Context: an optimization exercise on an open-source flow, tuned for a short achievable clock period and few clock cycles. The choices shown serve that exercise and are no tape-out recipe.
Where RTL was checked, it was by simulation tests only, not by an equivalence proof against the original.
No functional check of the RTL was part of runs 4 to 6.
Power is estimated from default activity; no workload was simulated.

==> design.v <==
`timescale 1ns/10ps
module reg_file(clock,raddr1,rout1,raddr2,rout2,raddr3,rout3,wen,waddr,win);
input           clock;
input   [2:0]   raddr1,raddr2,raddr3;
output  [15:0]  rout1,rout2,rout3;
input           wen;
input   [2:0]   waddr;
input   [15:0]  win;
reg     [15:0]  ram[7:1];
assign rout1 = raddr1 ? ram[raddr1] : 16'd0;
assign rout2 = raddr2 ? ram[raddr2] : 16'd0;
assign rout3 = raddr3 ? ram[raddr3] : 16'd0;
always @(posedge clock)
    if (wen && waddr != 3'd0)
        ram[waddr] <= win;
endmodule
`timescale 1ns/10ps
module fetch_module(clock,resetn,hold,bc,a,off,imem_addr);
input           clock;
input           resetn;
input           hold;
input   [3:0]   bc;
input   [15:0]  a;
input   [15:0]  off;
output  [11:0]  imem_addr;
reg  [12:0] pc;
reg  [12:0] pc2;
wire z     = (a == 16'd0);
wire taken = (bc[0] & z) | (bc[1] & !z) | (bc[2] & !a[15]) | (bc[3] & a[15]);
wire [15:0] tgt, tgt2, pc4, unused0, unused1, unused2;
ks_adder add_t (.a({3'd0, pc}),  .b(off),   .cin(1'b0), .sum(tgt),  .sumn(unused0));
ks_adder add_t2(.a({3'd0, pc2}), .b(off),   .cin(1'b0), .sum(tgt2), .sumn(unused1));
ks_adder add_4 (.a({3'd0, pc2}), .b(16'd2), .cin(1'b0), .sum(pc4),  .sumn(unused2));
assign imem_addr = pc[12:1];
always @(posedge clock or negedge resetn)
if (!resetn) begin
    pc  <= 13'd0;
    pc2 <= 13'd2;
end else begin
    pc  <= taken ? tgt[12:0]  : hold ? pc  : pc2;
    pc2 <= taken ? tgt2[12:0] : hold ? pc2 : pc4[12:0];
end
endmodule
`timescale 1ns/10ps
module decode_module(op,rd,sel,wen,imm);
input  [3:0]  op;
input  [2:0]  rd;
output [10:0] sel;
output        wen;
output        imm;
parameter NOP = 4'd0;
parameter ADD = 4'd1;
parameter SUB = 4'd2;
parameter AND = 4'd3;
parameter OR  = 4'd4;
parameter NOT = 4'd5;
parameter SL  = 4'd6;
parameter SR  = 4'd7;
parameter SRU = 4'd8;
parameter ADDI= 4'd9;
parameter LD  = 4'd10;
parameter ST  = 4'd11;
parameter BR  = 4'd12;
assign sel[0]  = (op == ADD) || (op == ADDI);
assign sel[1]  = (op == SUB);
assign sel[2]  = (op == AND);
assign sel[3]  = (op == OR);
assign sel[4]  = (op == NOT);
assign sel[5]  = (op == SL);
assign sel[6]  = (op == SR);
assign sel[7]  = (op == SRU);
assign sel[8]  = (op == LD);
assign sel[9]  = (op == ST);
assign sel[10] = (op == BR);
assign wen     = (op >= ADD) && (op <= LD) && (rd != 3'd0);
assign imm     = (op == ADDI) || (op == LD) || (op == ST);
endmodule
`timescale 1ns/10ps
module and16(a,b,y);
input  [15:0] a, b;
output [15:0] y;
assign y = a & b;
endmodule
module xor16(a,b,y);
input  [15:0] a, b;
output [15:0] y;
assign y = a ^ b;
endmodule
module xnor16(a,b,y);
input  [15:0] a, b;
output [15:0] y;
assign y = ~(a ^ b);
endmodule
module pfx17(g,p,gl,pl,go,po);
input  [16:0] g, p, gl, pl;
output [16:0] go, po;
assign go = g | (p & gl);
assign po = p & pl;
endmodule
module mux16(s,a,b,y);
input         s;
input  [15:0] a, b;
output [15:0] y;
assign y = s ? b : a;
endmodule
module mux16n(s,a,b,y);
input         s;
input  [15:0] a, b;
output [15:0] y;
assign y = ~(s ? b : a);
endmodule
module ks_adder(a,b,cin,sum,sumn);
input  [15:0] a, b;
input         cin;
output [15:0] sum, sumn;
wire [15:0] g, p;
and16 u_g(.a(a), .b(b), .y(g));
xor16 u_p(.a(a), .b(b), .y(p));
wire [16:0] g0 = {g, cin};
wire [16:0] p0 = {p, 1'b0};
wire [16:0] g1, p1, g2, p2, g3, p3, g4, p4;
pfx17 l1(.g(g0), .p(p0), .gl({g0[15:0], 1'b0}),  .pl({p0[15:0], 1'b1}),  .go(g1), .po(p1));
pfx17 l2(.g(g1), .p(p1), .gl({g1[14:0], 2'b0}),  .pl({p1[14:0], 2'b11}), .go(g2), .po(p2));
pfx17 l3(.g(g2), .p(p2), .gl({g2[12:0], 4'b0}),  .pl({p2[12:0], 4'hf}),  .go(g3), .po(p3));
pfx17 l4(.g(g3), .p(p3), .gl({g3[8:0], 8'b0}),   .pl({p3[8:0], 8'hff}),  .go(g4), .po(p4));
xor16  u_s (.a(p), .b(g4[15:0]), .y(sum));
xnor16 u_sn(.a(p), .b(g4[15:0]), .y(sumn));
endmodule
module shifter(x,s,fill,l,r,ln,rn);
input  [15:0] x;
input  [3:0]  s;
input         fill;
output [15:0] l, r, ln, rn;
wire [15:0] l1, l2, l3, r1, r2, r3;
mux16 ul1(.s(s[0]), .a(x),  .b({x[14:0], 1'b0}),  .y(l1));
mux16 ul2(.s(s[1]), .a(l1), .b({l1[13:0], 2'b0}), .y(l2));
mux16 ul3(.s(s[2]), .a(l2), .b({l2[11:0], 4'b0}), .y(l3));
mux16 ul4(.s(s[3]), .a(l3), .b({l3[7:0], 8'b0}),  .y(l));
mux16n ul4n(.s(s[3]), .a(l3), .b({l3[7:0], 8'b0}), .y(ln));
mux16 ur1(.s(s[0]), .a(x),  .b({fill, x[15:1]}),        .y(r1));
mux16 ur2(.s(s[1]), .a(r1), .b({{2{fill}}, r1[15:2]}),  .y(r2));
mux16 ur3(.s(s[2]), .a(r2), .b({{4{fill}}, r2[15:4]}),  .y(r3));
mux16 ur4(.s(s[3]), .a(r3), .b({{8{fill}}, r3[15:8]}),  .y(r));
mux16n ur4n(.s(s[3]), .a(r3), .b({{8{fill}}, r3[15:8]}), .y(rn));
endmodule
module alu_module(cin,lsel,sra,a,b,xa,xb,sum,sumn,lg,shl,shr,shln,shrn,big,fill);
input         cin;
input  [1:0]  lsel;
input         sra;
input  [15:0] a, b, xa, xb;
output [15:0] sum, sumn, lg, shl, shr, shln, shrn;
output        big, fill;
ks_adder add(.a(a), .b(b), .cin(cin), .sum(sum), .sumn(sumn));
assign lg   = lsel[1] ? (lsel[0] ? ~xa : (xa | xb)) : (xa & xb);
assign big  = |xb[15:4];
assign fill = sra & xa[15];
shifter sh(.x(xa), .s(xb[3:0]), .fill(fill), .l(shl), .r(shr), .ln(shln), .rn(shrn));
endmodule
`timescale 1ns/10ps
module mem_module(clock,resetn,st,base,off,sdata,dmem_addr,dmem_we,dmem_wdata);
input         clock;
input         resetn;
input         st;
input  [15:0] base;
input  [15:0] off;
input  [15:0] sdata;
output [11:0] dmem_addr;
output        dmem_we;
output [15:0] dmem_wdata;
reg    [11:0] dmem_addr;
reg           dmem_we;
reg    [15:0] dmem_wdata;
wire   [12:0] ea = base[12:0] + off[12:0];
always @(posedge clock or negedge resetn)
if (!resetn)
    dmem_we <= 1'b0;
else
    dmem_we <= st;
always @(posedge clock) begin
    dmem_addr  <= ea[12:1];
    dmem_wdata <= sdata;
end
endmodule
`timescale 1ns/10ps
module wb_module(clock,resetn,wen,waddr,wdata,rf_we,rf_waddr,rf_wdata);
input           clock;
input           resetn;
input           wen;
input   [2:0]   waddr;
input   [15:0]  wdata;
output          rf_we;
output  [2:0]   rf_waddr;
output  [15:0]  rf_wdata;
reg         rf_we;
reg  [2:0]  rf_waddr;
reg  [15:0] rf_wdata;
always @(posedge clock or negedge resetn)
if (!resetn)
    rf_we <= 1'b0;
else
    rf_we <= wen;
always @(posedge clock) begin
    rf_waddr <= waddr;
    rf_wdata <= wdata;
end
endmodule
`timescale 1ns/10ps
module fsel3(s0,s1,s2,d0,d1,d2,o,y);
input         s0, s1, s2;
input  [15:0] d0, d1, d2, o;
output [15:0] y;
assign y = ({16{s0}} & d0) | ({16{s1}} & d1) | ({16{s2}} & d2) | o;
endmodule
module fsel6(s0,s1,s2,s3,s4,s5,d0,d1,d2,d3,d4,d5,o,y);
input         s0, s1, s2, s3, s4, s5;
input  [15:0] d0, d1, d2, d3, d4, d5, o;
output [15:0] y;
assign y = ({16{s0}} & d0) | ({16{s1}} & d1) | ({16{s2}} & d2)
         | ({16{s3}} & d3) | ({16{s4}} & d4) | ({16{s5}} & d5) | o;
endmodule
module fwd_detect(rs1,rs2,rd,ex_wen,ex_rd,mem_wen,mem_rd,e1,e2,ed,m1,m2,md);
input  [2:0] rs1, rs2, rd, ex_rd, mem_rd;
input        ex_wen, mem_wen;
output       e1, e2, ed, m1, m2, md;
assign e1 = ex_wen && (ex_rd == rs1);
assign e2 = ex_wen && (ex_rd == rs2);
assign ed = ex_wen && (ex_rd == rd);
assign m1 = mem_wen && (mem_rd == rs1);
assign m2 = mem_wen && (mem_rd == rs2);
assign md = mem_wen && (mem_rd == rd);
endmodule
module cpu(clock,resetn,imem_addr,imem_rdata,dmem_addr,dmem_we,dmem_wdata,dmem_rdata,
           rf_we,rf_waddr,rf_wdata);
input       clock;
input       resetn;
output [11:0] imem_addr;
input  [15:0] imem_rdata;
output [11:0] dmem_addr;
output        dmem_we;
output [15:0] dmem_wdata;
input  [15:0] dmem_rdata;
output        rf_we;
output [2:0]  rf_waddr;
output [15:0] rf_wdata;
wire [15:0] inst = imem_rdata;
wire [3:0]  op   = inst[15:12];
wire [2:0]  rd   = inst[11:9];
wire [2:0]  rs1  = inst[8:6];
wire [2:0]  rs2  = inst[5:3];
wire [15:0] sx   = {{10{inst[5]}}, inst[5:0]};
wire [10:0] dec_sel;
wire        dec_wen;
wire        dec_imm;
decode_module decode(.op(op), .rd(rd), .sel(dec_sel), .wen(dec_wen), .imm(dec_imm));
wire use1     = (op != 4'd0);                                   
wire use2     = (op != 4'd0) && (op <= 4'd8) && (op != 4'd5);   
wire dec_add  = dec_sel[0] | dec_sel[1];                        
wire dec_xa   = |dec_sel[10:2];                                 
wire dec_xb   = |dec_sel[7:2];                                  
wire dec_sub  = dec_sel[1];
wire dec_bpos = dec_sel[0] & !dec_imm;                          
reg         ex_wen, ex_ld;
reg  [2:0]  ex_rd;
reg         ex_usum, ex_ulg, ex_ush, ex_shr;    
wire [15:0] ex_sum, ex_sumn, ex_lg, ex_shl, ex_shrv, ex_shln, ex_shrn;
wire        ex_big, ex_fill;
reg         mem_wen, mem_ld;
reg  [2:0]  mem_rd;
reg  [15:0] mem_alu;
wire [15:0] mem_res = mem_ld ? dmem_rdata : mem_alu;
wire [15:0] rf1, rf2, rfd;
reg_file regs(.clock(clock),
              .raddr1(rs1), .rout1(rf1),
              .raddr2(rs2), .rout2(rf2),
              .raddr3(rd),  .rout3(rfd),
              .wen(mem_wen), .waddr(mem_rd), .win(mem_res));
wire e1, e2, ed, m1, m2, md;
fwd_detect fwd(.rs1(rs1), .rs2(rs2), .rd(rd), .ex_wen(ex_wen), .ex_rd(ex_rd),
               .mem_wen(mem_wen), .mem_rd(mem_rd),
               .e1(e1), .e2(e2), .ed(ed), .m1(m1), .m2(m2), .md(md));
wire stall = ex_ld && ((e1 && use1) || (e2 && use2));
wire ex_sl  = ex_ush & !ex_big & !ex_shr;
wire ex_sr  = ex_ush & !ex_big & ex_shr;
wire [15:0] ex_early = ({16{ex_ulg}} & ex_lg) | ({16{ex_ush & ex_big}} & {16{ex_fill}});
wire [15:0] o1 = e1 ? ex_early : m1 ? mem_res : rf1;
wire [15:0] o2 = e2 ? ex_early : m2 ? mem_res : rf2;
wire late2 = e2 & (ex_usum | ex_sl | ex_sr);
wire [15:0] vd = md ? mem_res : rfd;
wire [15:0] ex_a_n, ex_b_n, ex_xa_n, ex_xb_n;
fsel3 sel_a (.s0(dec_add & e1 & ex_usum), .s1(dec_add & e1 & ex_sl), .s2(dec_add & e1 & ex_sr),
             .d0(ex_sum), .d1(ex_shl), .d2(ex_shrv),
             .o({16{dec_add}} & o1), .y(ex_a_n));
fsel3 sel_xa(.s0(dec_xa & e1 & ex_usum), .s1(dec_xa & e1 & ex_sl), .s2(dec_xa & e1 & ex_sr),
             .d0(ex_sum), .d1(ex_shl), .d2(ex_shrv),
             .o({16{dec_xa}} & o1), .y(ex_xa_n));
fsel3 sel_xb(.s0(dec_xb & e2 & ex_usum), .s1(dec_xb & e2 & ex_sl), .s2(dec_xb & e2 & ex_sr),
             .d0(ex_sum), .d1(ex_shl), .d2(ex_shrv),
             .o({16{dec_xb}} & o2), .y(ex_xb_n));
fsel6 sel_b (.s0(dec_bpos & e2 & ex_usum), .s1(dec_bpos & e2 & ex_sl), .s2(dec_bpos & e2 & ex_sr),
             .s3(dec_sub & e2 & ex_usum),  .s4(dec_sub & e2 & ex_sl),  .s5(dec_sub & e2 & ex_sr),
             .d0(ex_sum), .d1(ex_shl), .d2(ex_shrv), .d3(ex_sumn), .d4(ex_shln), .d5(ex_shrn),
             .o(dec_imm ? sx : dec_sub ? (late2 ? 16'd0 : ~o2) : dec_bpos ? o2 : 16'd0), .y(ex_b_n));
reg  [15:0] ex_a, ex_b, ex_xa, ex_xb, ex_s, ex_sx;
reg  [3:0]  ex_bc;
reg  [1:0]  ex_lsel;
reg         ex_st, ex_cin, ex_sra, ex_sfwd;
always @(posedge clock or negedge resetn)
if (!resetn) begin
    ex_usum <= 1'b0;
    ex_ulg  <= 1'b0;
    ex_ush  <= 1'b0;
    ex_st   <= 1'b0;
    ex_wen  <= 1'b0;
    ex_ld   <= 1'b0;
    ex_rd   <= 3'd0;
    ex_bc   <= 4'd0;
    ex_sfwd <= 1'b0;
end else begin
    ex_usum <= !stall && dec_add;
    ex_ulg  <= !stall && (dec_sel[2] | dec_sel[3] | dec_sel[4]);
    ex_ush  <= !stall && (dec_sel[5] | dec_sel[6] | dec_sel[7]);
    ex_st   <= !stall && dec_sel[9];
    ex_wen  <= !stall && dec_wen;
    ex_ld   <= !stall && dec_sel[8];
    ex_rd   <= rd;
    ex_bc   <= (stall || !dec_sel[10]) ? 4'd0 :
               {rd != 3'd0 && rd != 3'd1 && rd != 3'd3, rd == 3'd1, rd == 3'd3, rd == 3'd0};
    ex_sfwd <= ed;
end
always @(posedge clock) begin
    ex_a    <= ex_a_n;
    ex_b    <= ex_b_n;
    ex_xa   <= ex_xa_n;
    ex_xb   <= ex_xb_n;
    ex_cin  <= dec_sub;
    ex_s    <= vd;
    ex_sx   <= sx;
    ex_lsel <= {dec_sel[3] | dec_sel[4], dec_sel[4]};
    ex_shr  <= dec_sel[6] | dec_sel[7];
    ex_sra  <= dec_sel[7];
end
alu_module alu(.cin(ex_cin), .lsel(ex_lsel), .sra(ex_sra), .a(ex_a), .b(ex_b),
               .xa(ex_xa), .xb(ex_xb), .sum(ex_sum), .sumn(ex_sumn), .lg(ex_lg),
               .shl(ex_shl), .shr(ex_shrv), .shln(ex_shln), .shrn(ex_shrn),
               .big(ex_big), .fill(ex_fill));
wire [15:0] alu_res = ({16{ex_usum}} & ex_sum)
                    | ({16{ex_sl}}   & ex_shl)
                    | ({16{ex_sr}}   & ex_shrv)
                    | ex_early;
mem_module mem(.clock(clock), .resetn(resetn), .st(ex_st), .base(ex_xa), .off(ex_sx),
               .sdata(ex_sfwd ? mem_res : ex_s),
               .dmem_addr(dmem_addr), .dmem_we(dmem_we), .dmem_wdata(dmem_wdata));
fetch_module fetch(.clock(clock), .resetn(resetn), .hold(stall), .bc(ex_bc),
                   .a(ex_xa), .off(ex_sx), .imem_addr(imem_addr));
always @(posedge clock or negedge resetn)
if (!resetn) begin
    mem_wen <= 1'b0;
    mem_ld  <= 1'b0;
    mem_rd  <= 3'd0;
end else begin
    mem_wen <= ex_wen;
    mem_ld  <= ex_ld;
    mem_rd  <= ex_rd;
end
always @(posedge clock)
    mem_alu <= alu_res;
wb_module wb(.clock(clock), .resetn(resetn), .wen(mem_wen), .waddr(mem_rd), .wdata(mem_res),
             .rf_we(rf_we), .rf_waddr(rf_waddr), .rf_wdata(rf_wdata));
endmodule
==> run.sh <==
#!/bin/bash
# synth_recipe.tcl (not shown) runs the flow's synth.tcl, then flattens the netlist and writes it again
# the make line also repeats each setting of config.mk as NAME=value (left out here)
make -C /OpenROAD-flow-scripts/flow DESIGN_CONFIG=/design/flow/config.mk WORK_HOME=/design/flow/orfs CLKGATE_MAP_FILE= SYNTH_SCRIPT=/design/flow/synth_recipe.tcl finish
==> config.mk <==
export PLATFORM = sky130hd
export DESIGN_NAME = cpu
export DESIGN_NICKNAME = cpu
export VERILOG_FILES = /design/flow/design.v
export SDC_FILE = /design/flow/constraint.sdc
export NUM_CORES = 4
export LEC_CHECK = 0
export CAP_MARGIN = 20
export CORE_MARGIN = 2
export CORE_UTILIZATION = 55
export PLACE_DENSITY = 0.7
export SETUP_SLACK_MARGIN = 2.7
export SLEW_MARGIN = 20
export SYNTH_HIERARCHICAL = 1
==> constraint.sdc <==
create_clock -name core_clock -period 5.0 [get_ports {clock}]
set_input_delay 1.0000 -clock core_clock [delete_from_list [all_inputs] [get_ports {clock}]]
set_output_delay 1.0000 -clock core_clock [all_outputs]
set_load 0.01 [all_outputs]
==> flow_summary.json, run 1 <==
{
  "status": "no timing/DRC/antenna violations",
  "drc": 0,
  "dpl.cell_count": 3061,
  "final.fill_count": 2946,
  "slew-limit-headroom": 0.2373,
  "rows": 76,
  "syn_area_per_cell_um2": 10.25,
  "path_cells": "buf_12, buf_12, xnor2_1, and4_4, buf_12, buf_4, buf_4, nor2_1, a211oi_2, a21oi_2, mux2i_1, a21oi_2, nand3_1",
  "path_max_fanout": 6,
  "period_share": 0.5198,
  "post-route-min-period_ns": 2.599,
  "cts_tree": "built",
  "hp-start": "ex_s[9]",
  "cts_made_buffers": 37,
  "rsz0062_at_grt": "yes",
  "dr.pass1.iters": 6,
  "overflow": 0,
  "startpoint": "imem_rdata[4]",
  "pwr_density_cell_nw_per_um2": 368.0,
  "via_per_inst": 6.404,
  "grt_first_pass_wirelength_mm": 128.0,
  "worstMarginPinSlew_ns": 1.140,
  "max-clock-path-buffers": 3,
  "cpPeakStageDelay_ns": 0.32,
  "critical_path_class": "in -> reg",
  "p_leak_nw": 14.18,
  "crit_slowest_cell": "and4_4",
  "grt_max_degree": 66,
  "dp_hpwl_mm": 53.32,
  "vias": 21030,
  "stdcell_count": 3283,
  "grt_usage": 0.3749,
  "htreeDepth": 2,
  "dieArea_um2": 45410,
  "cts_sinks": 313,
  "fmax_mhz": 384.8,
  "nets": 2716,
  "wl_mm": 88.39,
  "worstSetupStartpointType": "input port",
  "max_cap_viol_count": 0,
  "cts.reportedPaths.clkPinSlew_ns": 0.06,
  "initial_core_util": 0.5583,
  "io_pins": 95,
  "portBuffers": 94,
  "grt_pass1_vias": 20980,
  "wl_per_cell_um": 26.92,
  "gp_congestion": 0.9501,
  "diodes": 0,
  "syn_to_final_growth_pct": 28.28,
  "antenna_found_initial": 2,
  "finalHoldViolCount": 0,
  "die_h_um": 213.1,
  "yosysWarnings": 11,
  "vdd_drop_max_mv": 0.3540,
  "cpMostUsedCell": "buf_12",
  "clock_latency_ns": 0.58,
  "layout-drive-gt1-share": 0.3343,
  "critPathArrivalTime_ns": 3.03,
  "worst_clock_skew_ns": 0.03019,
  "fp.dieW_um": 213.1,
  "syn_inst": 2346,
  "setup_viol_count_final": 0,
  "root_buffer": "clkbuf_16",
  "end_kind": "flip-flop",
  "finalSetupTns_ns": 0,
  "preCtsSetupSlack_ns": 1.033,
  "design.core.area_um2": 43080,
  "drv_slew": 0,
  "layout_setup_ws_ns": 2.401,
  "dr.first_iter.drc_count": 2547,
  "hold_class": "reg -> reg",
  "cts-hold-fix-buffers": 0,
  "r2r_start": "mem_rd[1]",
  "syn_area_um2": 24050,
  "required_ns": 5.43,
  "drtAntennaViolNets": 0
}
[state kept, by name (all words and copies together) (netlist names), 2 cells and up]
| name | count |
|---|---|
| mem_rd | 3 |
| ex_bc | 4 |
| ex_xb | 16 |
| fetch.pc | 13 |
| ex_lsel | 2 |
| wb.rf_wdata | 16 |
| ex_xa | 16 |
| wb.rf_waddr | 3 |
| ex_sx | 6 |
| ex_b | 16 |
| mem_alu | 16 |
| ex_a | 16 |
| ex_s | 16 |
| ex_rd | 3 |
| fetch.pc2 | 13 |
| mem.dmem_addr | 12 |
| regs.ram | 112 |
| mem.dmem_wdata | 16 |
[worst max-delay path, delay by kind of cell]
family	cells	cell delay, ns
buf+inv	5	0.60
simple gates	3	0.49
compound gates	3	0.49
xor+xnor	1	0.29
mux	1	0.14
[metal layers]
layer,track usage,vias up,part of all wire
li1,-,9157,-
met2,0.6040,1283,0.45
met4,0.2513,4,0.078
met1,0.4613,10150,0.39
met5,0,-,0.00031
met3,0.06427,430,0.087
[cell type report]
| class | instances | area (um2) | share of cell area |
|---|---|---|---|
| inverter | 24 | 90.09 | 0.002920 |
| clock inverter | 20 | 267.8 | 0.008679 |
| multi-input combinational | 1996 | 17510 | 0.5676 |
| sequential | 313 | 7657 | 0.2482 |
| timing repair buffer | 298 | 3558 | 0.1153 |
| clock buffer | 47 | 1035 | 0.03354 |
| tap | 585 | 732.0 | 0.02373 |
[timing repair]
item	in CTS	in global routing
setup buffers	98	33
pin swaps	71	109
setup endpoints to repair	198	124
resized for setup	366	177
gates cloned	21	3
[power breakdown]
part	internal, mW	switching [mW]	leakage, nW
Combinational	2.49	2.48	10.7
Sequential	2.98	0.475	2.89
Clock	1.74	1.19	0.622
[per-stage QoR]
stage          hold slack [ns]  utilization  power (mW)  instance area, um2
2_1_floorplan           0.3312            -       6.668               25120
5_1_grt                 0.4714       0.7162       11.82               30850
3_5_place_dp            0.4098       0.5950       7.716               25630
6_report                0.4529       0.7162       11.35               30850
4_1_cts                 0.4577       0.6869       10.98               29590
3_3_place_gp            0.4050       0.5950       7.669               25630
[worst paths after layout]
path | endpoint | depth (start not counted) | slack (ns)
hold / removal | mem.dmem_wdata[9] | 2 | 0.45
setup reg to reg | ex_b[3] | 11 | 2.43
setup / recovery | ex_b[3] | 13 | 2.40
hold reg to reg | mem.dmem_wdata[9] | 2 | 0.45
max in group asynchronous | fetch.pc2[2] | 2 | 3.97
min in group asynchronous | wb.rf_we | 2 | 0.53
[cell usage in the layout, fill, tap and decap left out, drive strengths merged, types with 12 or more instances in the layout]
cell type      instances
a211oi                66
a21o                 224
a21oi                176
a221oi                79
a222oi                16
a22oi                 86
a311oi                16
and2                 223
buf                  208
clkbuf                53
clkdlybuf4s50         19
conb                 154
dfrtp                 46
dfxtp                154
dlygate4sd2           58
edfxtp               112
inv                   25
mux2                 230
mux2i                142
nand2                111
nand2b                12
nand3                 23
nor2                 147
nor2b                 22
nor3                  29
xnor2                 39
xor2                 112
Testbench counts, summed over its fixed seeds: cycles 41,155.
==> inputs of run 2 (changes only) <==
--- a/config.mk
+++ b/config.mk
@@ -7,8 +7,7 @@
 export LEC_CHECK = 0
 export CAP_MARGIN = 20
 export CORE_MARGIN = 2
-export CORE_UTILIZATION = 55
-export PLACE_DENSITY = 0.7
-export SETUP_SLACK_MARGIN = 2.7
+export CORE_UTILIZATION = 40
+export SETUP_SLACK_MARGIN = 3.0
 export SLEW_MARGIN = 20
 export SYNTH_HIERARCHICAL = 1
==> run 2 against run 1 <==
Still clean; via count fell by 5.4%; synthesized area is the same; total power increased by 1.2%; first-iteration DRC count down 16%; routed wire length is 2.0% lower; fmax is 3.7% lower; sequential share of layout area grew 0.81 points; global-route usage decreased by 10 points; core utilization shrank 21 points; largest power group unchanged; highest routed layer is now met4.
==> flow_summary.json, run 2 <==
{
  "status": "no timing/DRC/antenna violations",
  "critPathArrivalTime_ns": 3.13,
  "layout_setup_ws_ns": 2.300,
  "initial_core_util": 0.4060,
  "post-route-min-period_ns": 2.700,
  "period_share": 0.5400,
  "drc": 0,
  "vias": 19890,
  "grt_max_degree": 73,
  "slew-limit-headroom": 0.3079,
  "syn_to_final_growth_pct": 25.34,
  "cts_sinks": 313,
  "syn_area_per_cell_um2": 10.25,
  "top_register": "regs.ram",
  "fmax_mhz": 370.4,
  "worstMarginPinSlew_ns": 1.038,
  "holdWs_ns": 0.3472,
  "fp.dieW_um": 249.2,
  "dieArea_um2": 62100,
  "p_leak_nw": 13.79,
  "hp-start": "ex_st",
  "drv_slew": 0,
  "io_pins": 95,
  "max-clock-path-buffers": 3,
  "worstSetupStartpointType": "flip-flop",
  "largest_reg_flops": 112,
  "wl_per_cell_um": 25.22,
  "vdd_drop_max_mv": 0.2840,
  "grt_usage": 0.2703,
  "reg2reg_depth": 7,
  "syn_inst": 2346,
  "yosysWarnings": 11,
  "finalSetupTns_ns": 0,
  "max_cap_viol_count": 0,
  "setup_viol_count_final": 0,
  "grt_first_pass_wirelength_mm": 128.7,
  "dpl.cell_count": 3247,
  "finalHoldViolCount": 0,
  "rows": 89,
  "layout-drive-gt1-share": 0.3635,
  "worstHoldPathCells": 0,
  "dr.pass1.iters": 8,
  "reg2reg_to": "ex_b[4]",
  "grt_pass1_vias": 19980,
  "diodes": 0,
  "cts_tree": "built",
  "cts_made_buffers": 40,
  "dr.first_iter.drc_count": 2141,
  "nets": 2678,
  "dp_hpwl_mm": 58.97,
  "via_per_inst": 5.789,
  "end_kind": "flip-flop",
  "design.core.area_um2": 59240,
  "path_max_fanout": 5,
  "pwr_density_cell_nw_per_um2": 381.2,
  "worst_clock_skew_ns": 0.03433,
  "syn_area_um2": 24050,
  "r2r_start": "ex_xb[0]",
  "antenna_found_initial": 2,
  "critical_path_class": "reg -> reg",
  "root_buffer": "clkbuf_16",
  "die_h_um": 249.2,
  "overflow": 0,
  "htreeDepth": 2,
  "stdcell_count": 3436,
  "min_to": "mem.dmem_we",
  "gp_congestion": 1.002,
  "cts-hold-fix-buffers": 0,
  "drtAntennaViolNets": 0,
  "hold_class": "reg -> reg",
  "clock_latency_ns": 0.59,
  "most-common-layout-cells": "a21o_1, and2_1, mux2_4, conb_1, nor2_1",
  "final_common_cell": "a21o_1",
  "final_core_util": 0.5088,
  "wl_mm": 86.67,
  "reg2reg_slack_ns": 2.30,
  "cts.reportedPaths.clkPinSlew_ns": 0.06,
  "portBuffers": 94,
  "rsz0062_at_grt": "yes",
  "preCtsSetupSlack_ns": 0.8120,
  "required_ns": 5.43
}
==> run 2: worst max path at each step <==
| stage | from | to | cells after the start |
|---|---|---|---|
| CTS | ex_xb[0] | ex_b[4] | 7 |
| global placement | imem_rdata[14] | ex_b[4] | 8 |
| detailed placement | imem_rdata[14] | ex_b[4] | 8 |
| floorplan | imem_rdata[3] | fetch.pc2[10] | 9 |
| finish | ex_xb[0] | ex_b[4] | 7 |
| global route | ex_xb[0] | ex_b[4] | 7 |
==> run 2: repair_timing <==
action / 4_1_cts / 5_1_grt
pin swaps: 90 / 23
gates resized for setup: 609 / 130
buffers inserted: 83 / 17
gates cloned: 13 / 3
endpoints found under the setup margin: 221 / 208
==> run 2: area by class of cell <==
| type | count | area, um2 |
|---|---|---|
| clock buffers | 54 | 1114 |
| clock inverters | 19 | 225.2 |
| fillers | 5317 | 29100 |
| inverters | 24 | 90.09 |
| multi-input cells | 1999 | 17190 |
| flip-flops and latches | 313 | 7725 |
| well taps | 773 | 967.2 |
| repair buffers | 254 | 2836 |
==> run 2: per-layer routing <==
metal  part of all wire  up-vias  GRT usage
li1                   -     9099          -
met1               0.44     9801     0.3614
met2               0.46      808     0.4351
met3              0.065      183    0.04180
met4              0.039        0     0.1117
met5                  0        -          0
==> run 2: report_power, final <==
group | switching [mW] | internal, mW
registers | 0.386 | 3.00
clock network | 1.22 | 1.74
logic | 2.58 | 2.57
==> run 2: stage by stage <==
step | power (mW) | instance area (um2)
floorplan | 6.681 | 25180
CTS | 11.28 | 29340
global placement | 7.796 | 25880
finish | 11.49 | 30140
global route | 12.02 | 30140
detailed placement | 7.824 | 25890
==> run 2: critical path, stage by stage, from the launching register on <==
cell and delay [ns]:
dfxtp_4 0.36, buf_6 0.14, mux2_4 0.31, mux2_4 0.27
mux2_4 0.29, mux2_4 0.29, a222oi_1 0.75, nand3_1 0.14
==> inputs of run 3 (changes only) <==
--- a/config.mk
+++ b/config.mk
@@ -8,6 +8,6 @@
 export CAP_MARGIN = 20
 export CORE_MARGIN = 2
 export CORE_UTILIZATION = 40
-export SETUP_SLACK_MARGIN = 3.0
+export SETUP_SLACK_MARGIN = 2.7
 export SLEW_MARGIN = 20
 export SYNTH_HIERARCHICAL = 1
==> run 3 against run 2 <==
Clock skew is 0.012 ns lower; hold slack better by 0.083 ns; clock-buffer cell count is 4 higher; critical path type is now in -> reg.
==> flow_summary.json, run 3 <==
{
  "dieArea_um2": 62100,
  "grt_usage": 0.2620,
  "grt_first_pass_wirelength_mm": 126.4,
  "status": "no timing/DRC/antenna violations",
  "hold_class": "reg -> reg",
  "syn_to_final_growth_pct": 25.68,
  "slew-limit-headroom": 0.4711,
  "worstSetupStartpointType": "input port",
  "final_core_util": 0.5102,
  "nets": 2681,
  "final.fill_count": 5344,
  "largest_reg_flops": 112,
  "worstMarginPinSlew_ns": 0.7933,
  "post-route-min-period_ns": 2.452,
  "gp_congestion": 0.9111,
  "required_ns": 5.44,
  "initial_core_util": 0.4060,
  "rows": 89,
  "yosysWarnings": 11,
  "vias": 19950,
  "cts_made_buffers": 40,
  "cpPeakStageDelay_ns": 0.32,
  "power.total_mw": 11.39,
  "stdcell_count": 3440,
  "cts_sinks": 313,
  "htreeDepth": 2,
  "antenna_found_initial": 0,
  "end_kind": "flip-flop",
  "path_max_fanout": 6,
  "drv_slew": 0,
  "wl_per_cell_um": 24.61,
  "rsz0062_at_grt": "yes",
  "design.core.area_um2": 59240,
  "worst_clock_skew_ns": 0.02244,
  "critical_path_buf_inv_count": 4,
  "dr.first_iter.drc_count": 1711,
  "dpl_cell_area_um2": 25850,
  "root_buffer": "clkbuf_16",
  "p_leak_nw": 13.81,
  "finalSetupTns_ns": 0,
  "fin_area_um2": 30220,
  "dp_hpwl_mm": 56.19,
  "vdd_drop_max_mv": 0.2993,
  "syn_area_per_cell_um2": 10.25,
  "period_share": 0.4905,
  "top_register": "regs.ram",
  "grt_pass1_vias": 20140,
  "die_h_um": 249.2,
  "max-clock-path-buffers": 3,
  "overflow": 0,
  "layout-drive-gt1-share": 0.3221,
  "via_per_inst": 5.801,
  "diodes": 0,
  "fp.dieW_um": 249.2,
  "worst_path_dominant_cell_family": "buffers and inverters",
  "max_cap_viol_count": 0,
  "critical_path_class": "in -> reg",
  "grt_max_degree": 71,
  "syn_inst": 2346,
  "path_cells": "buf_16, buf_6, xnor2_2, and4_4, o21ai_4, nor3_4, buf_6, clkbuf_16, mux2_4, mux2_4",
  "clock_latency_ns": 0.57,
  "finalHoldViolCount": 0,
  "fmax_mhz": 407.8,
  "syn_area_um2": 24050,
  "io_pins": 95,
  "portBuffers": 94,
  "crit_slowest_cell": "nor3_4",
  "drc": 0,
  "most-common-layout-cells": "a21o_1, and2_1, mux2_4, conb_1, dfxtp_1",
  "drtAntennaViolNets": 0,
  "dpl.cell_count": 3248,
  "cts.reportedPaths.clkPinSlew_ns": 0.06,
  "setup_viol_count_final": 0,
  "cts-hold-fix-buffers": 0,
  "critPathArrivalTime_ns": 2.90,
  "dr.pass1.iters": 8,
  "wl_mm": 84.67,
  "cts_tree": "built",
  "pwr_density_cell_nw_per_um2": 376.9,
  "final_common_cell": "a21o_1"
}
-- run 3: layout make-up --
type,count,area [um2],share of cell area
clock buffer,58,1151,0.03809
inverter,24,90.09,0.002981
tap,773,967.2,0.03200
clock inverter,16,219.0,0.007245
timing repair buffer,260,2913,0.09637
sequential,313,7661,0.2535
multi-input combinational,1996,17220,0.5698
-- run 3: worst paths after layout --
path / from / endpoint / slack, ns / cells after the start
worst max-delay path: imem_rdata[3] / fetch.pc[8] / 2.55 / 10
worst min-delay path: ex_wen / mem_wen / 0.43 / 0
worst max register to register: ex_xb[11] / ex_b[2] / 2.57 / 10
worst min register to register: ex_wen / mem_wen / 0.43 / 0
max in group asynchronous: resetn / mem_ld / 3.93 / 2
min in group asynchronous: resetn / fetch.pc2[12] / 0.54 / 2
-- run 3: worst reg2reg max path, cell delays in order (launching register included) --
cell and delay [ns]:
dfxtp_1 0.34, nor4_2 0.35, nand3_2 0.21, nor2b_4 0.21, nor2b_4 0.22, buf_6 0.20, nand2_1 0.17, nor2_4 0.23
buf_4 0.24, a222oi_1 0.09, nand3_1 0.10
-- run 3: through the flow --
step | setup slack, ns | hold slack (ns)
floorplan | 2.237 | 0.3312
global placement | 0.9604 | 0.3573
detailed placement | 0.8624 | 0.3593
CTS | 2.570 | 0.3729
global route | 2.521 | 0.4498
finish | 2.548 | 0.4300
-- run 3: layer usage --
| metal | routed length (um) | share of wire | track usage |
|---|---|---|---|
| met5 | 0 | 0 | 0 |
| met4 | 3765 | 0.044 | 0.1115 |
| met3 | 5202 | 0.061 | 0.03992 |
| met2 | 39030 | 0.46 | 0.4317 |
| met1 | 36670 | 0.43 | 0.3413 |
-- run 3: repair_timing --
action                     in CTS  in global routing
pin swaps                      68                 66
setup endpoints to repair     227                122
buffers inserted               80                 20
gates cloned                   13                  4
resized for setup             369                132
-- run 3: power breakdown --
part	internal (mW)	switching, mW	leakage (nW)
logic	2.46	2.46	10.3
registers	2.98	0.442	2.89
clock network	1.86	1.18	0.667
==> inputs of run 4 (changes only) <==
--- a/design.v
+++ b/design.v
@@ -103,12 +103,6 @@
 output [15:0] y;
 assign y = s ? b : a;
 endmodule
-module mux16n(s,a,b,y);
-input         s;
-input  [15:0] a, b;
-output [15:0] y;
-assign y = ~(s ? b : a);
-endmodule
 module ks_adder(a,b,cin,sum,sumn);
 input  [15:0] a, b;
 input         cin;
@@ -126,22 +120,38 @@
 xor16  u_s (.a(p), .b(g4[15:0]), .y(sum));
 xnor16 u_sn(.a(p), .b(g4[15:0]), .y(sumn));
 endmodule
-module shifter(x,s,fill,l,r,ln,rn);
+module ao16(sa,sb,c,a,b,y);
+input         sa, sb, c;
+input  [15:0] a, b;
+output [15:0] y;
+assign y = ({16{sa}} & a) | ({16{sb}} & b) | {16{c}};
+endmodule
+module ao16n(sa,sb,c,a,b,y);
+input         sa, sb, c;
+input  [15:0] a, b;
+output [15:0] y;
+assign y = ~(({16{sa}} & a) | ({16{sb}} & b) | {16{c}});
+endmodule
+module shifter(x,s,big,fill,l,r,ln,rn);
 input  [15:0] x;
 input  [3:0]  s;
+input         big;
 input         fill;
 output [15:0] l, r, ln, rn;
 wire [15:0] l1, l2, l3, r1, r2, r3;
 mux16 ul1(.s(s[0]), .a(x),  .b({x[14:0], 1'b0}),  .y(l1));
 mux16 ul2(.s(s[1]), .a(l1), .b({l1[13:0], 2'b0}), .y(l2));
 mux16 ul3(.s(s[2]), .a(l2), .b({l2[11:0], 4'b0}), .y(l3));
-mux16 ul4(.s(s[3]), .a(l3), .b({l3[7:0], 8'b0}),  .y(l));
-mux16n ul4n(.s(s[3]), .a(l3), .b({l3[7:0], 8'b0}), .y(ln));
 mux16 ur1(.s(s[0]), .a(x),  .b({fill, x[15:1]}),        .y(r1));
 mux16 ur2(.s(s[1]), .a(r1), .b({{2{fill}}, r1[15:2]}),  .y(r2));
 mux16 ur3(.s(s[2]), .a(r2), .b({{4{fill}}, r2[15:4]}),  .y(r3));
-mux16 ur4(.s(s[3]), .a(r3), .b({{8{fill}}, r3[15:8]}),  .y(r));
-mux16n ur4n(.s(s[3]), .a(r3), .b({{8{fill}}, r3[15:8]}), .y(rn));
+wire sa = !s[3] & !big;
+wire sb = s[3] & !big;
+wire bf = big & fill;
+ao16  ul4 (.sa(sa), .sb(sb), .c(1'b0), .a(l3), .b({l3[7:0], 8'b0}), .y(l));
+ao16n ul4n(.sa(sa), .sb(sb), .c(1'b0), .a(l3), .b({l3[7:0], 8'b0}), .y(ln));
+ao16  ur4 (.sa(sa), .sb(sb), .c(bf), .a(r3), .b({{8{fill}}, r3[15:8]}), .y(r));
+ao16n ur4n(.sa(sa), .sb(sb), .c(bf), .a(r3), .b({{8{fill}}, r3[15:8]}), .y(rn));
 endmodule
 module alu_module(cin,lsel,sra,a,b,xa,xb,sum,sumn,lg,shl,shr,shln,shrn,big,fill);
 input         cin;
@@ -154,7 +164,7 @@
 assign lg   = lsel[1] ? (lsel[0] ? ~xa : (xa | xb)) : (xa & xb);
 assign big  = |xb[15:4];
 assign fill = sra & xa[15];
-shifter sh(.x(xa), .s(xb[3:0]), .fill(fill), .l(shl), .r(shr), .ln(shln), .rn(shrn));
+shifter sh(.x(xa), .s(xb[3:0]), .big(big), .fill(fill), .l(shl), .r(shr), .ln(shln), .rn(shrn));
 endmodule
 `timescale 1ns/10ps
 module mem_module(clock,resetn,st,base,off,sdata,dmem_addr,dmem_we,dmem_wdata);
@@ -279,9 +289,9 @@
                .mem_wen(mem_wen), .mem_rd(mem_rd),
                .e1(e1), .e2(e2), .ed(ed), .m1(m1), .m2(m2), .md(md));
 wire stall = ex_ld && ((e1 && use1) || (e2 && use2));
-wire ex_sl  = ex_ush & !ex_big & !ex_shr;
-wire ex_sr  = ex_ush & !ex_big & ex_shr;
-wire [15:0] ex_early = ({16{ex_ulg}} & ex_lg) | ({16{ex_ush & ex_big}} & {16{ex_fill}});
+wire ex_sl  = ex_ush & !ex_shr;
+wire ex_sr  = ex_ush & ex_shr;
+wire [15:0] ex_early = {16{ex_ulg}} & ex_lg;
 wire [15:0] o1 = e1 ? ex_early : m1 ? mem_res : rf1;
 wire [15:0] o2 = e2 ? ex_early : m2 ? mem_res : rf2;
 wire late2 = e2 & (ex_usum | ex_sl | ex_sr);
==> run 4 against run 3 <==
Still clean on timing, DRC and antenna; clock-buffer cell count is 2 lower; fmax is 9.4% lower; total power decreased by 4.9%; combinational power is 5.7% lower; critical path type is now reg -> reg.
==> flow_summary.json, run 4 <==
{
  "fmax_mhz": 369.3,
  "layout-drive-gt1-share": 0.3187,
  "hold_class": "reg -> reg",
  "dr.pass1.iters": 7,
  "worst_clock_skew_ns": 0.03880,
  "slew-limit-headroom": 0.4041,
  "wl_mm": 86.02,
  "top_register": "regs.ram",
  "clkPwrFrac": 0.254,
  "nets": 2675,
  "fp.dieW_um": 249.7,
  "cts_tree": "built",
  "design.core.area_um2": 60020,
  "syn_area_um2": 24140,
  "min_to": "mem.dmem_we",
  "clock_latency_ns": 0.60,
  "holdWs_ns": 0.3733,
  "worstHoldPathCells": 0,
  "drc": 0,
  "overflow": 0,
  "drtAntennaViolNets": 0,
  "vias": 20600,
  "rows": 90,
  "wl_per_cell_um": 24.99,
  "reg2reg_to": "mem_alu[8]",
  "reg2reg_depth": 6,
  "end_kind": "flip-flop",
  "fin_area_um2": 29360,
  "p_sw_mw": 3.973,
  "critical_path_class": "reg -> reg",
  "root_buffer": "clkbuf_16",
  "final_common_cell": "and2_1",
  "r2r_start": "ex_xa[9]",
  "p_leak_nw": 13.48,
  "cts.reportedPaths.clkPinSlew_ns": 0.06,
  "worstSetupStartpointType": "flip-flop",
  "p_comb_frac": 0.429,
  "pwr_density_cell_nw_per_um2": 368.8,
  "period_share": 0.5415,
  "critPathArrivalTime_ns": 3.16,
  "netSwitchingFraction": 0.3669,
  "hp-start": "ex_st",
  "finalHoldViolCount": 0,
  "layout_setup_ws_ns": 2.292,
  "largest_reg_flops": 112,
  "dr.first_iter.drc_count": 2089,
  "finalSetupTns_ns": 0,
  "required_ns": 5.45,
  "vdd_drop_max_mv": 0.2862,
  "path_max_fanout": 9,
  "most-common-layout-cells": "and2_1, a21o_1, conb_1, buf_4, mux2_4",
  "dp_hpwl_mm": 56.65,
  "preCtsSetupSlack_ns": 0.8085,
  "setup_viol_count_final": 0,
  "cts_made_buffers": 38,
  "portBuffers": 94,
  "grt_first_pass_wirelength_mm": 125.7,
  "rsz0062_at_grt": "yes",
  "syn_inst": 2295,
  "post-route-min-period_ns": 2.708,
  "max_cap_viol_count": 0,
  "max-clock-path-buffers": 3,
  "syn_area_per_cell_um2": 10.52,
  "dieArea_um2": 62340,
  "gp_congestion": 0.9080,
  "status": "no timing/DRC/antenna violations",
  "initial_core_util": 0.4023,
  "p_seq_frac": 0.317,
  "dpl_cell_area_um2": 25920,
  "die_h_um": 249.7,
  "via_per_inst": 5.985,
  "reg2reg_slack_ns": 2.29,
  "io_pins": 95,
  "antenna_found_initial": 0,
  "grt_pass1_vias": 20380,
  "syn_to_final_growth_pct": 21.62,
  "yosysWarnings": 11,
  "worstMarginPinSlew_ns": 0.8939,
  "drv_slew": 0,
  "grt_usage": 0.2612,
  "internal_power_mw": 6.856,
  "htreeDepth": 2,
  "cts_sinks": 313,
  "grt_max_degree": 53,
  "final.fill_count": 5494,
  "cts-hold-fix-buffers": 0
}
run 4: cell types whose count changed in the layout (fill, tap and decap cells not counted), moves of 21 or more:
cell and delta:
a211oi_2 -24, a221o_1 +22, a221o_2 +26, a221oi_1 +25
a221oi_2 +22, buf_4 +74, mux2_2 +21, mux2_4 -47
mux2i_1 -28, nand2_1 -28, nor2_1 -38
run 4: worst max path at each step:
stage,end,start,slack [ns],depth (start not counted)
5_1_grt,mem_alu[7],ex_xb[0],2.28,7
4_1_cts,mem_alu[7],ex_xb[0],2.33,7
3_5_place_dp,fetch.pc2[4],imem_rdata[8],0.81,7
2_1_floorplan,fetch.pc2[10],imem_rdata[6],2.08,10
6_report,mem_alu[8],ex_xa[9],2.29,6
3_3_place_gp,ex_b[4],imem_rdata[5],0.71,8
run 4: timing repair:
item	CTS	global route
gates resized for setup	238	99
pin swaps	54	53
cloned	8	5
endpoints found under the setup margin	198	121
buffers inserted	94	51
run 4: area by class of cell:
cell class	count	area, um2	share of cell area
multi-input cells	1959	16650	0.5669
flip-flops and latches	313	7679	0.2615
repair buffers	292	2730	0.09298
clock buffers	56	1059	0.03605
well taps	782	978.4	0.03332
clock inverters	13	163.9	0.005582
inverters	25	101.3	0.003451
diodes	2	5.005	0.0001704
run 4: through the flow:
stage | util | power (mW) | std cells
floorplan | - | 6.575 | 2452
global placement | 0.4319 | 7.629 | 3213
detailed placement | 0.4319 | 7.662 | 3213
CTS | 0.4742 | 10.59 | 3384
global route | 0.4891 | 11.34 | 3440
finish | 0.4892 | 10.83 | 3442
run 4: critical path, cell delays in order (launching register included):
cell and delay (ns):
dfxtp_1 0.51, mux2_4 0.37, mux2_4 0.28, mux2_4 0.34, a221o_2 0.45, mux2_4 0.27, a221o_1 0.34
run 4: layer usage:
metal,part of all wire,global-route usage,vias to the layer above
met5,0,0,-
met4,0.046,0.1191,0
met3,0.071,0.03901,234
met2,0.46,0.4349,985
met1,0.42,0.3338,10170
li1,-,-,9209
run 4: power by group through the flow:
stage               Clock [mW]  Sequential (mW)  Combinational, mW
floorplan                    0             3.31               3.27
global placement             0             3.49               4.14
detailed placement           0             3.50               4.16
CTS                       2.78             3.43               4.38
global route              2.88             3.47               4.99
finish                    2.75             3.44               4.65
==> inputs of run 5 (changes only) <==
--- a/config.mk
+++ b/config.mk
@@ -8,6 +8,6 @@
 export CAP_MARGIN = 20
 export CORE_MARGIN = 2
 export CORE_UTILIZATION = 40
-export SETUP_SLACK_MARGIN = 2.7
+export SETUP_SLACK_MARGIN = 2.5
 export SLEW_MARGIN = 20
 export SYNTH_HIERARCHICAL = 1
==> run 5 against run 4 <==
Fmax shrank 2.5%; routed wire length is essentially flat; flip-flop and latch count is the same; synthesized cell count is the same; highest routed layer is now met5; largest power group unchanged; largest cell class unchanged; clock-buffer cell count grew 6; clock skew shrank 0.018 ns.
==> flow_summary.json, run 5 <==
{
  "cpPeakStageDelay_ns": 0.56,
  "final.fill_count": 5464,
  "wl_per_cell_um": 25.11,
  "hold_class": "reg -> reg",
  "drv_slew": 0,
  "cts-hold-fix-buffers": 0,
  "critical_path_class": "reg -> reg",
  "final_common_cell": "and2_1",
  "yosysWarnings": 11,
  "fp.dieW_um": 249.7,
  "reg2reg_slack_ns": 2.22,
  "finalHoldViolCount": 0,
  "top_register": "regs.ram",
  "cpMostUsedCell": "mux2_4",
  "max-clock-path-buffers": 3,
  "grt_pass1_vias": 20030,
  "syn_inst": 2295,
  "htreeDepth": 2,
  "dp_hpwl_mm": 57.14,
  "path_max_fanout": 9,
  "gp_congestion": 0.9145,
  "grt_first_pass_wirelength_mm": 126.2,
  "dieArea_um2": 62340,
  "reg2reg_to": "mem_alu[6]",
  "reg2reg_depth": 6,
  "grt_max_degree": 65,
  "via_per_inst": 5.999,
  "holdWs_ns": 0.3486,
  "required_ns": 5.44,
  "worstMarginPinSlew_ns": 0.9920,
  "path_cells": "mux2_4, mux2_4, mux2_4, a221o_2, mux2_4, a221o_1",
  "worst_clock_skew_ns": 0.02066,
  "overflow": 0,
  "grt_usage": 0.2646,
  "drc": 0,
  "initial_core_util": 0.4023,
  "regArea_um2": 7652,
  "rows": 90,
  "dr.pass1.iters": 8,
  "antenna_found_initial": 4,
  "max_cap_viol_count": 0,
  "worstHoldPathCells": 0,
  "dpl_cell_area_um2": 25880,
  "p_leak_nw": 13.26,
  "p_seq_frac": 0.317,
  "largest_reg_flops": 112,
  "critPathArrivalTime_ns": 3.22,
  "most-common-layout-cells": "and2_1, a21o_1, conb_1, dfxtp_1",
  "vdd_drop_max_mv": 0.3170,
  "layout-drive-gt1-share": 0.3024,
  "netSwitchingFraction": 0.3652,
  "worstSetupStartpointType": "flip-flop",
  "period_share": 0.5552,
  "status": "no timing/DRC/antenna violations",
  "end_kind": "flip-flop",
  "clkPwrFrac": 0.257,
  "multi_input_comb_area_um2": 16490,
  "min_to": "mem.dmem_we",
  "cts_tree": "built",
  "r2r_start": "ex_xa[8]",
  "cts_sinks": 313,
  "wl_mm": 85.98,
  "rsz0062_at_grt": "yes",
  "die_h_um": 249.7,
  "cts_made_buffers": 38,
  "fin_area_um2": 29120,
  "clock_latency_ns": 0.58,
  "syn_area_per_cell_um2": 10.52,
  "design.core.area_um2": 60020,
  "syn_to_final_growth_pct": 20.63,
  "post-route-min-period_ns": 2.776,
  "internal_power_mw": 6.877,
  "io_pins": 95,
  "cts.reportedPaths.clkPinSlew_ns": 0.06,
  "drtAntennaViolNets": 0,
  "p_sw_mw": 3.957,
  "crit_slowest_cell": "dfxtp_1",
  "p_comb_frac": 0.427,
  "dr.first_iter.drc_count": 2137,
  "syn_area_um2": 24140,
  "hp-start": "ex_st",
  "root_buffer": "clkbuf_16",
  "pwr_density_cell_nw_per_um2": 372.0,
  "slew-limit-headroom": 0.3386,
  "finalSetupTns_ns": 0,
  "vias": 20540,
  "fmax_mhz": 360.2,
  "setup_viol_count_final": 0,
  "nets": 2655,
  "portBuffers": 94
}
==> run 5: worst max-delay path by stage <==
stage                               from       endpoint  slack, ns
after detailed placement   imem_rdata[6]   fetch.pc2[4]       0.88
after CTS                       ex_xb[0]     mem_alu[7]       2.30
final                           ex_xa[8]     mem_alu[6]       2.22
after floorplan            imem_rdata[6]  fetch.pc2[10]       2.07
after global placement    imem_rdata[12]       ex_b[11]       0.81
after global routing            ex_xa[8]     mem_alu[6]       2.22
==> run 5: layout make-up <==
class / instances / share of cell area
diodes: 3 / 0.0002578
clock buffers: 62 / 0.03987
clock inverters: 8 / 0.003136
inverters: 25 / 0.003222
multi-input cells: 1957 / 0.5662
flip-flops and latches: 313 / 0.2628
well taps: 782 / 0.03360
repair buffers: 274 / 0.09091
==> run 5: power groups by stage <==
stage          clock network [mW]  logic, mW  registers (mW)
4_1_cts                      2.81       4.42            3.43
3_5_place_dp                    0       4.18            3.49
2_1_floorplan                   0       3.25            3.31
3_3_place_gp                    0       4.15            3.48
6_report                     2.78       4.62            3.43
5_1_grt                      2.92       4.94            3.47
==> run 5: metal layers <==
metal | global-route usage | routed length, um
met5 | 0 | 13
met4 | 0.1234 | 4397
met3 | 0.04506 | 6563
met2 | 0.4346 | 39510
met1 | 0.3387 | 35500
==> run 5: worst max-delay path: cells and delay by family (launching register included) <==
kind           cells  cell delay [ns]
AO/OA/AOI/OAI      2             0.82
multiplexers       4             1.26
flip-flops         1             0.56
==> run 5: what timing repair did <==
action                     CTS  global route
pin swaps                   57            50
gates cloned                 8             3
setup endpoints to repair  132           111
resized for setup          166            90
buffers inserted            87            34
==> run 5: through the flow <==
stage / power (mW) / worst slack (ns) / util / instances
floorplan: 6.560 / 2.074 / - / 2452
global placement: 7.636 / 0.8060 / 0.4312 / 3219
detailed placement: 7.676 / 0.8848 / 0.4312 / 3219
CTS: 10.66 / 2.297 / 0.4738 / 3384
global route: 11.33 / 2.217 / 0.4851 / 3421
finish: 10.83 / 2.224 / 0.4852 / 3424
==> inputs of run 6 (changes only) <==
--- a/design.v
+++ b/design.v
@@ -353,10 +353,9 @@
                .xa(ex_xa), .xb(ex_xb), .sum(ex_sum), .sumn(ex_sumn), .lg(ex_lg),
                .shl(ex_shl), .shr(ex_shrv), .shln(ex_shln), .shrn(ex_shrn),
                .big(ex_big), .fill(ex_fill));
-wire [15:0] alu_res = ({16{ex_usum}} & ex_sum)
-                    | ({16{ex_sl}}   & ex_shl)
-                    | ({16{ex_sr}}   & ex_shrv)
-                    | ex_early;
+wire [15:0] alu_res;
+fsel3 sel_m(.s0(ex_usum), .s1(ex_sl), .s2(ex_sr), .d0(ex_sum), .d1(ex_shl), .d2(ex_shrv),
+            .o(ex_early), .y(alu_res));
 mem_module mem(.clock(clock), .resetn(resetn), .st(ex_st), .base(ex_xa), .off(ex_sx),
                .sdata(ex_sfwd ? mem_res : ex_s),
                .dmem_addr(dmem_addr), .dmem_we(dmem_we), .dmem_wdata(dmem_wdata));
--- a/config.mk
+++ b/config.mk
@@ -8,6 +8,6 @@
 export CAP_MARGIN = 20
 export CORE_MARGIN = 2
 export CORE_UTILIZATION = 40
-export SETUP_SLACK_MARGIN = 2.5
+export SETUP_SLACK_MARGIN = 2.7
 export SLEW_MARGIN = 20
 export SYNTH_HIERARCHICAL = 1
==> run 6 against run 5 <==
Still clean on timing, DRC and antenna; hold slack gained 0.011 ns; total power increased by 1.1%; first-iteration DRC count is 1.7% lower; routed wire length down 2.1%; global-route usage down 0.85 points; final area fell by 0.34%; clock skew grew 0.025 ns; largest power group unchanged.
==> flow_summary.json, run 6 <==
{
  "layout-drive-gt1-share": 0.2902,
  "clock_latency_ns": 0.60,
  "wl_per_cell_um": 24.57,
  "cts-hold-fix-buffers": 0,
  "cts_sinks": 313,
  "syn_area_um2": 24170,
  "fmax_mhz": 368.4,
  "dieArea_um2": 62410,
  "max-clock-path-buffers": 3,
  "worstMarginPinSlew_ns": 1.026,
  "setup_viol_count_final": 0,
  "root_buffer": "clkbuf_16",
  "reg2reg_slack_ns": 2.29,
  "worstSetupStartpointType": "flip-flop",
  "io_pins": 95,
  "drv_slew": 0,
  "largest_reg_flops": 112,
  "slew-limit-headroom": 0.3150,
  "rows": 90,
  "initial_core_util": 0.4027,
  "portBuffers": 94,
  "rsz0062_at_grt": "yes",
  "critPathArrivalTime_ns": 3.15,
  "pwr_density_cell_nw_per_um2": 377.2,
  "diodes": 0,
  "dp_hpwl_mm": 56.37,
  "final_common_cell": "and2_1",
  "cts_tree": "built",
  "antenna_found_initial": 1,
  "post-route-min-period_ns": 2.715,
  "p_leak_nw": 13.37,
  "dr.pass1.iters": 7,
  "cpPeakStageDelay_ns": 0.53,
  "period_share": 0.5429,
  "worst_clock_skew_ns": 0.04541,
  "hold_class": "reg -> reg",
  "top_register": "regs.ram",
  "critical_path_buf_inv_count": 2,
  "cts_made_buffers": 39,
  "dpl_cell_area_um2": 25760,
  "wl_mm": 84.14,
  "finalSetupTns_ns": 0,
  "vias": 20540,
  "drtAntennaViolNets": 0,
  "gp_congestion": 0.9415,
  "die_h_um": 249.8,
  "power.total_mw": 10.95,
  "syn_area_per_cell_um2": 10.43,
  "crit_slowest_cell": "a222oi_1",
  "grt_usage": 0.2562,
  "yosysWarnings": 11,
  "path_cells": "buf_12, buf_12, mux2_4, mux2_4, mux2_4, a221o_2, a222oi_1, nand3_1",
  "dr.first_iter.drc_count": 2100,
  "vdd_drop_max_mv": 0.2322,
  "final_core_util": 0.4836,
  "critical_path_class": "reg -> reg",
  "design.core.area_um2": 60020,
  "cts.reportedPaths.clkPinSlew_ns": 0.06,
  "via_per_inst": 5.996,
  "end_kind": "flip-flop",
  "path_max_fanout": 8,
  "finalHoldViolCount": 0,
  "cpMostUsedCell": "mux2_4",
  "status": "no timing/DRC/antenna violations",
  "grt_pass1_vias": 20160,
  "most-common-layout-cells": "and2_1, a21o_1, a21oi_1, conb_1, dfxtp_1",
  "htreeDepth": 2,
  "overflow": 0,
  "grt_first_pass_wirelength_mm": 123.4,
  "fin_area_um2": 29020,
  "max_cap_viol_count": 0,
  "grt_max_degree": 51,
  "nets": 2659,
  "fp.dieW_um": 249.8,
  "drc": 0,
  "worst_path_dominant_cell_family": "multiplexers",
  "syn_inst": 2317,
  "required_ns": 5.43,
  "syn_to_final_growth_pct": 20.08
}
## run 6: timing repair
action                     in CTS  in global routing
pin swaps                     116                 49
resized for setup             227                 74
setup endpoints to repair     197                117
buffers inserted               83                 21
gates cloned                   12                  4
## run 6: worst paths after layout
path                          start      endpoint  cells past startpoint
hold / removal                ex_st   mem.dmem_we                      0
hold reg to reg               ex_st   mem.dmem_we                      0
min in group asynchronous    resetn   mem.dmem_we                      2
max in group asynchronous    resetn  fetch.pc2[7]                      2
setup reg to reg           ex_xb[0]       ex_b[1]                      8
setup / recovery           ex_xb[0]       ex_b[1]                      8
## run 6: metal layers
| layer | vias up | global-route usage | wire [um] | share of wire |
|---|---|---|---|---|
| met1 | 10150 | 0.3366 | 35620 | 0.42 |
| met4 | 2 | 0.1096 | 3769 | 0.045 |
| li1 | 9196 | - | - | - |
| met2 | 950 | 0.4219 | 38720 | 0.46 |
| met5 | - | 0 | 11 | 0.00013 |
| met3 | 243 | 0.03379 | 6019 | 0.072 |
## run 6: cell type report
cell class	instances	area (um2)
Fill cell	5540	31000
Multi-Input combinational cell	1974	16350
Sequential cell	313	7659
Timing Repair Buffer	257	2589
Clock buffer	48	1030
Tap cell	782	978.4
Clock inverter	23	309.0
Inverter	28	105.1
## run 6: metrics by stage
stage	hold slack, ns	worst slack [ns]	std cells
floorplan	0.3312	2.154	2474
global placement	0.3345	0.9906	3233
detailed placement	0.3425	1.104	3234
CTS	0.3554	2.366	3400
global route	0.3749	2.282	3425
finish	0.3597	2.285	3425
## run 6: power by group
group	internal (mW)	switching [mW]
registers	3.00	0.388
logic	2.26	2.32
clock network	1.75	1.23

[separate check: timing with driven ports]
The flow's constraints put no driver on any port. The routed layouts listed below were extracted and timed again, unchanged, in two steps.
Step 1, drivers: a clkbuf_16 drives clock and a buf_2 each remaining input, both assumed.
Step 2 times the ports against the registers' clock, not the clock port: input delays grow and output delays shrink by t, the midpoint of the rising clock arrivals with the driver on.
Three values: ideal ports, drivers, drivers and shift; two values: the first two.
| run | t (ns) | slack for setup (ns) | clock arrival spread, ns | worst slew at a driven data input, ns |
|---|---|---|---|---|
| run 1 | 0.629 | 2.401 / 2.397 / 1.768 | 0.032 / 0.032 | 0.09 |
| run 2 | 0.631 | 2.300 / 2.300 / 1.825 | 0.034 / 0.035 | 0.10 |
| run 3 | 0.623 | 2.548 / 2.544 / 1.921 | 0.023 / 0.022 | 0.09 |
| run 4 | 0.640 | 2.292 / 2.292 / 1.804 | 0.040 / 0.040 | 0.29 |
| run 5 | 0.631 | 2.224 / 2.224 / 1.825 | 0.022 / 0.021 | 0.11 |
| run 6 | 0.644 | 2.285 / 2.285 / 1.838 | 0.045 / 0.046 | 0.07 |
After both steps setup and hold are still met in every run listed. For run 1, which loses most, drivers alone change the setup slack by -0.004 ns; drivers and shift together by -0.633 ns.
